What follows belongs to an exercise in optimizing a design on an open flow for small area; a production flow would make more cautious choices.
The RTL was checked by simulation tests, not by an equivalence proof against the original design.
Power and IR drop assume default switching activity.

## P
==> flow/design.v (excerpt) <==
module ADD_Final_Project(clk, rst, UserDigit, UserLoad, LoggedInLED, difficulty, game_start, correct_final,
logout, display0, display1, display2, display3, display4, ones_output, correctID);
Size in the first run: about 0.011 mm2 of cells after synthesis.
export LEC_CHECK = 0
export ABC_AREA = 1
export CAP_MARGIN = 20
export CORE_MARGIN = 2
export CORE_UTILIZATION = 40
export SLEW_MARGIN = 20
create_clock -name core_clock -period 10.0 [get_ports {clk}]
standard.sh (not shown) runs the stock make flow with config.mk's settings and CLKGATE_MAP_FILE= SYNTH_SCRIPT=/design/flow/synth_recipe.tcl, a recipe that flattens the netlist after the stock synthesis.
==> flow/flow/run.sh <==
#!/bin/bash
set -e
cp standard.sh standard_sh.copy.log
export BUFFER_PORTS_ARGS="-buffer_cell sky130_fd_sc_hd__buf_1"
export CTS_ARGS="-sink_clustering_enable -repair_clock_nets -dont_use_dummy_load -buf_list sky130_fd_sc_hd__clkbuf_16 -sink_clustering_size 30 -sink_clustering_max_diameter 80"
bash standard.sh > standard_flow.log 2>&1
### P -> Q
==> flow/flow/run.sh <==
#!/bin/bash
set -e
cp standard.sh standard_sh.copy.log
export BUFFER_PORTS_ARGS="-buffer_cell sky130_fd_sc_hd__buf_1"
export CTS_ARGS="-sink_clustering_enable -repair_clock_nets -dont_use_dummy_load -buf_list sky130_fd_sc_hd__clkbuf_4 -sink_clustering_size 10 -sink_clustering_max_diameter 50"
bash standard.sh > standard_flow.log 2>&1
diff --git a/flow/config.mk b/flow/config.mk
--- a/flow/config.mk
+++ b/flow/config.mk
@@ -10,3 +10,4 @@
 export CORE_MARGIN = 2
-export CORE_UTILIZATION = 40
+export CORE_UTILIZATION = 65
+export PLACE_DENSITY = 0.75
 export SLEW_MARGIN = 20
Results
Q reached the final stage; the timing, DRC and antenna checks on its layout passed. Delta (Q minus P): non-clock buffer count down about 4.5%, worst setup slack before clock tree synthesis down 200 ps, minimum setup slack among reg-to-reg paths up 100 ps.
Here is what was changed in the inputs of R compared with Q.
diff --git a/flow/config.mk b/flow/config.mk
--- a/flow/config.mk
+++ b/flow/config.mk
@@ -8,6 +8,5 @@
 export ABC_AREA = 1
-export CAP_MARGIN = 20
+export CAP_MARGIN = 0
 export CORE_MARGIN = 2
-export CORE_UTILIZATION = 65
-export PLACE_DENSITY = 0.75
-export SLEW_MARGIN = 20
+export CORE_UTILIZATION = 40
+export SLEW_MARGIN = 0
--- outcome ---
Every stage of the flow completed for R, and the final layout passed the timing, DRC and antenna checks.
R vs. Q: number of global-route vias before repair moved up, wire length of the first global-routing pass saw an increase, sequential share of cell area decreased by 0.86 points relative to the old numbers.
Changes observed in R relative to Q: net total in the final layout shows an increase of 8, smallest setup slack after layout shows an increase of 170 ps, total power shows an increase of 3.4%.
Setup changes, R to S
diff --git a/flow/config.mk b/flow/config.mk
--- a/flow/config.mk
+++ b/flow/config.mk
@@ -8,5 +8,6 @@
 export ABC_AREA = 1
-export CAP_MARGIN = 0
+export CAP_MARGIN = 20
 export CORE_MARGIN = 2
-export CORE_UTILIZATION = 40
-export SLEW_MARGIN = 0
+export CORE_UTILIZATION = 75
+export PLACE_DENSITY = 0.85
+export SLEW_MARGIN = 20
==> run notes <==
On sum of routed wire length over all layers, R loses to S. For R, the worst setup path startpoint was difficulty[1], unlike S, where it was rst. First-pass GRT wire length: S < R. Overall routing resource usage (higher): S. Summary of the comparison: combinational power is lower in S, relative to R. Where worst setup slack is concerned, R is better than S. S consumes less power than R does. S ended up with display2[6] as its end point of the critical path; R ended up with ones_output[1].

---

## build 94
Another version of the RTL of ADD_Final_Project (not shown whole).
Size in the first run: roughly 230 flip-flops, roughly 56 I/O pins, roughly 0.012 mm² of cells after synthesis.
clock: 10.0 ns
lec_check: 0
cap_margin: 20
core_margin: 2
core_utilization: 40
slew_margin: 20
==> flow/flow/run.sh <==
#!/bin/bash
set -e
cp standard.sh standard_sh.copy.log
export BUFFER_PORTS_ARGS="-buffer_cell sky130_fd_sc_hd__buf_1"
export CTS_ARGS="-sink_clustering_enable -repair_clock_nets -dont_use_dummy_load -buf_list sky130_fd_sc_hd__clkbuf_4 -sink_clustering_size 10 -sink_clustering_max_diameter 50"
bash standard.sh > standard_flow.log 2>&1
No stage failed in build 94, and the final checks on the layout all came back clean.
Here is what was changed in the inputs of build 14 compared with build 94.
- setting CTS_BUF_LIST to sky130_fd_sc_hd__clkbuf_4 for the first time
- setting CTS_CLUSTER_SIZE to 10 for the first time
- setting CTS_CLUSTER_DIAMETER to 50 for the first time
==> flow/run.sh (new file) <==
#!/bin/bash
# synth_recipe.tcl (not shown) runs the flow's synth.tcl, then flattens the netlist and writes it again
# the make line also repeats each setting of config.mk as NAME=value (left out here)
make -C /OpenROAD-flow-scripts/flow DESIGN_CONFIG=/design/flow/config.mk WORK_HOME=/design/flow/orfs CLKGATE_MAP_FILE= SYNTH_SCRIPT=/design/flow/synth_recipe.tcl finish
removed: flow/flow/run.sh
removed: flow/standard.sh
--- outcome ---
Delta (build 14 minus build 94): layout overhead on the synthesized area picked up an extra 3.7 points; final instance area rose about 3.5%; power dissipated by switching net loads went up by about 9%.
Higher clock skew goes to build 94 over build 14.
Looking at portion of the clock cycle consumed by the worst path in the final layout, build 14 sits above build 94.
The power attributed to combinational cells number comes out lower for build 94 vs build 14.
Wire length on met2 delta (build 14 -> build 94): insignificant
Post-layout total power delta for build 14 relative to build 94: about 11% higher
Here is what was changed in the inputs of build 13 compared with build 14.
- ABC_AREA: unset -> 1
- CTS_CLUSTER_DIAMETER: 50 -> unset
- CTS_BUF_LIST: sky130_fd_sc_hd__clkbuf_4 -> unset
- CTS_CLUSTER_SIZE: 10 -> unset
==> flow/flow/run.sh (new file) <==
#!/bin/bash
set -e
cp standard.sh standard_sh.copy.log
export BUFFER_PORTS_ARGS="-buffer_cell sky130_fd_sc_hd__buf_1"
export CTS_ARGS="-sink_clustering_enable -repair_clock_nets -dont_use_dummy_load -buf_list sky130_fd_sc_hd__clkbuf_4 -sink_clustering_size 10 -sink_clustering_max_diameter 50"
bash standard.sh > standard_flow.log 2>&1
==> flow/standard.sh (new file) <==
#!/bin/bash
# synth_recipe.tcl (not shown) runs the flow's synth.tcl, then flattens the netlist and writes it again
# the make line also repeats each setting of config.mk as NAME=value (left out here)
make -C /OpenROAD-flow-scripts/flow DESIGN_CONFIG=/design/flow/config.mk WORK_HOME=/design/flow/orfs CLKGATE_MAP_FILE= SYNTH_SCRIPT=/design/flow/synth_recipe.tcl "${@:-finish}"
removed: flow/run.sh
==> run notes <==
- Post-route non-filler standard cell count: build 13 > build 14
- Of build 14 and build 13, the run reporting the lower area occupied by multi-input gates was build 13.
- Sort build 14 and build 13 by leakage component of the power desc -> top: build 13
- Time the final worst path needs with I/O delays and setup is higher on build 14
- Fraction of power consumed by sequential logic, build 14 and build 13, lower one = build 14.
- Build 14 and build 13 ended up with nearly the same aggregate global-route resource usage.
- Lower longest individual stage delay on the worst path among build 14 and build 13: build 13
- Going from build 14 to build 13, clock skew grows by 0.020 ns.

---

RTL: one of the versions met above, not the one the previous note started from.
Size: ~1500 cells after synthesis, roughly 230 flip-flops, roughly 56 I/O pins, about 0.011 mm^2 of cells after synthesis.
clock: 10.0 ns
lec_check: 0
abc_area: 1
cap_margin: 20
core_margin: 2
core_utilization: 65
place_density: 0.75
slew_margin: 20
==> flow/flow/run.sh <==
#!/bin/bash
set -e
cp standard.sh standard_sh.copy.log
export BUFFER_PORTS_ARGS="-buffer_cell sky130_fd_sc_hd__buf_1"
export CTS_ARGS="-sink_clustering_enable -repair_clock_nets -dont_use_dummy_load -buf_list sky130_fd_sc_hd__clkbuf_4 -sink_clustering_size 8 -sink_clustering_max_diameter 40"
bash standard.sh > standard_flow.log 2>&1
The first run went through all stages and came out clean.
Change:
==> flow/flow/run.sh (replaced) <==
#!/bin/bash
set -e
cp standard.sh standard_sh.copy.log
export BUFFER_PORTS_ARGS="-buffer_cell sky130_fd_sc_hd__buf_1"
export CTS_ARGS="-sink_clustering_enable -repair_clock_nets -dont_use_dummy_load -buf_list sky130_fd_sc_hd__clkbuf_4 -sink_clustering_size 10 -sink_clustering_max_diameter 50"
bash standard.sh > standard_flow.log 2>&1
- CORE_UTILIZATION: 65 -> 40
- PLACE_DENSITY: 0.75 -> unset
The changed run ran to the end with no violations.
Non-clock buffer count grows by 2.
Via count hardly moves.
Final cell count grows by 8.6%.
Critical path depth grows by 5.
Routed wire length grows by 4.5%.
Sequential share of layout area shrinks by 0.63 points.
Clock-buffer cell count shrinks by 3.
Die area grows by 60%.
Change:
==> flow/flow/run.sh (replaced) <==
#!/bin/bash
set -e
cp standard.sh standard_sh.copy.log
export BUFFER_PORTS_ARGS="-buffer_cell sky130_fd_sc_hd__buf_1"
export CTS_ARGS="-sink_clustering_enable -repair_clock_nets -dont_use_dummy_load -buf_list sky130_fd_sc_hd__clkbuf_8 -sink_clustering_size 20 -sink_clustering_max_diameter 60"
bash standard.sh > standard_flow.log 2>&1
Result: Count of clock-buffer cells in the layout went down by 13; total power went up by 1.2%; final area barely changes; hold slack gets worse by 32 ps.

## separate check: timing with driven ports
In the flow no input, the clock included, has a driving cell. The finished layouts below were timed again as built, in two steps. Step 1 (the two cells are an assumption about what drives the block):
set clk [get_ports {clk}]
set_driving_cell -lib_cell sky130_fd_sc_hd__clkbuf_16 $clk
set_driving_cell -lib_cell sky130_fd_sc_hd__buf_2 [delete_from_list [all_inputs] $clk]
Step 2 adds t to the input delays and takes it off the output delays; t is the mean of the earliest and latest rising clock arrival at the registers after step 1. Input paths then give back, and output paths get back, about the clock's delay inside the block. Slacks: ideal / step 1 / step 2; pairs: ideal / step 1.
run | t (ns) | setup WS [ns] | worst slew at a driven data input, ns | pins driven straight from the clock port
P | 0.514 | 4.179 / 4.154 / 4.154 | 0.03 | 1
Q | 0.673 | 4.012 / 3.989 / 3.989 | 0.04 | 1
R | 0.645 | 4.177 / 4.152 / 4.152 | 0.03 | 1
S | 0.657 | 4.072 / 4.049 / 4.049 | 0.03 | 1
build 94 | 0.694 | 3.454 / 3.370 / 3.370 | 0.08 | 1
build 14 | 0.722 | 2.782 / 2.717 / 2.717 | 0.08 | 1
build 13 | 0.704 | 3.885 / 3.860 / 3.860 | 0.03 | 1
the first run of note 3 | 0.627 | 4.054 / 4.032 / 4.032 | 0.04 | 1
the second run of note 3 | 0.645 | 4.177 / 4.152 / 4.152 | 0.03 | 1
the third run of note 3 | 0.557 | 4.168 / 4.143 / 4.143 | 0.03 | 1
After both steps every run listed still meets setup and hold. For build 94, which loses most, drivers alone change the setup slack by -0.084 ns; drivers and shift together by -0.084 ns.
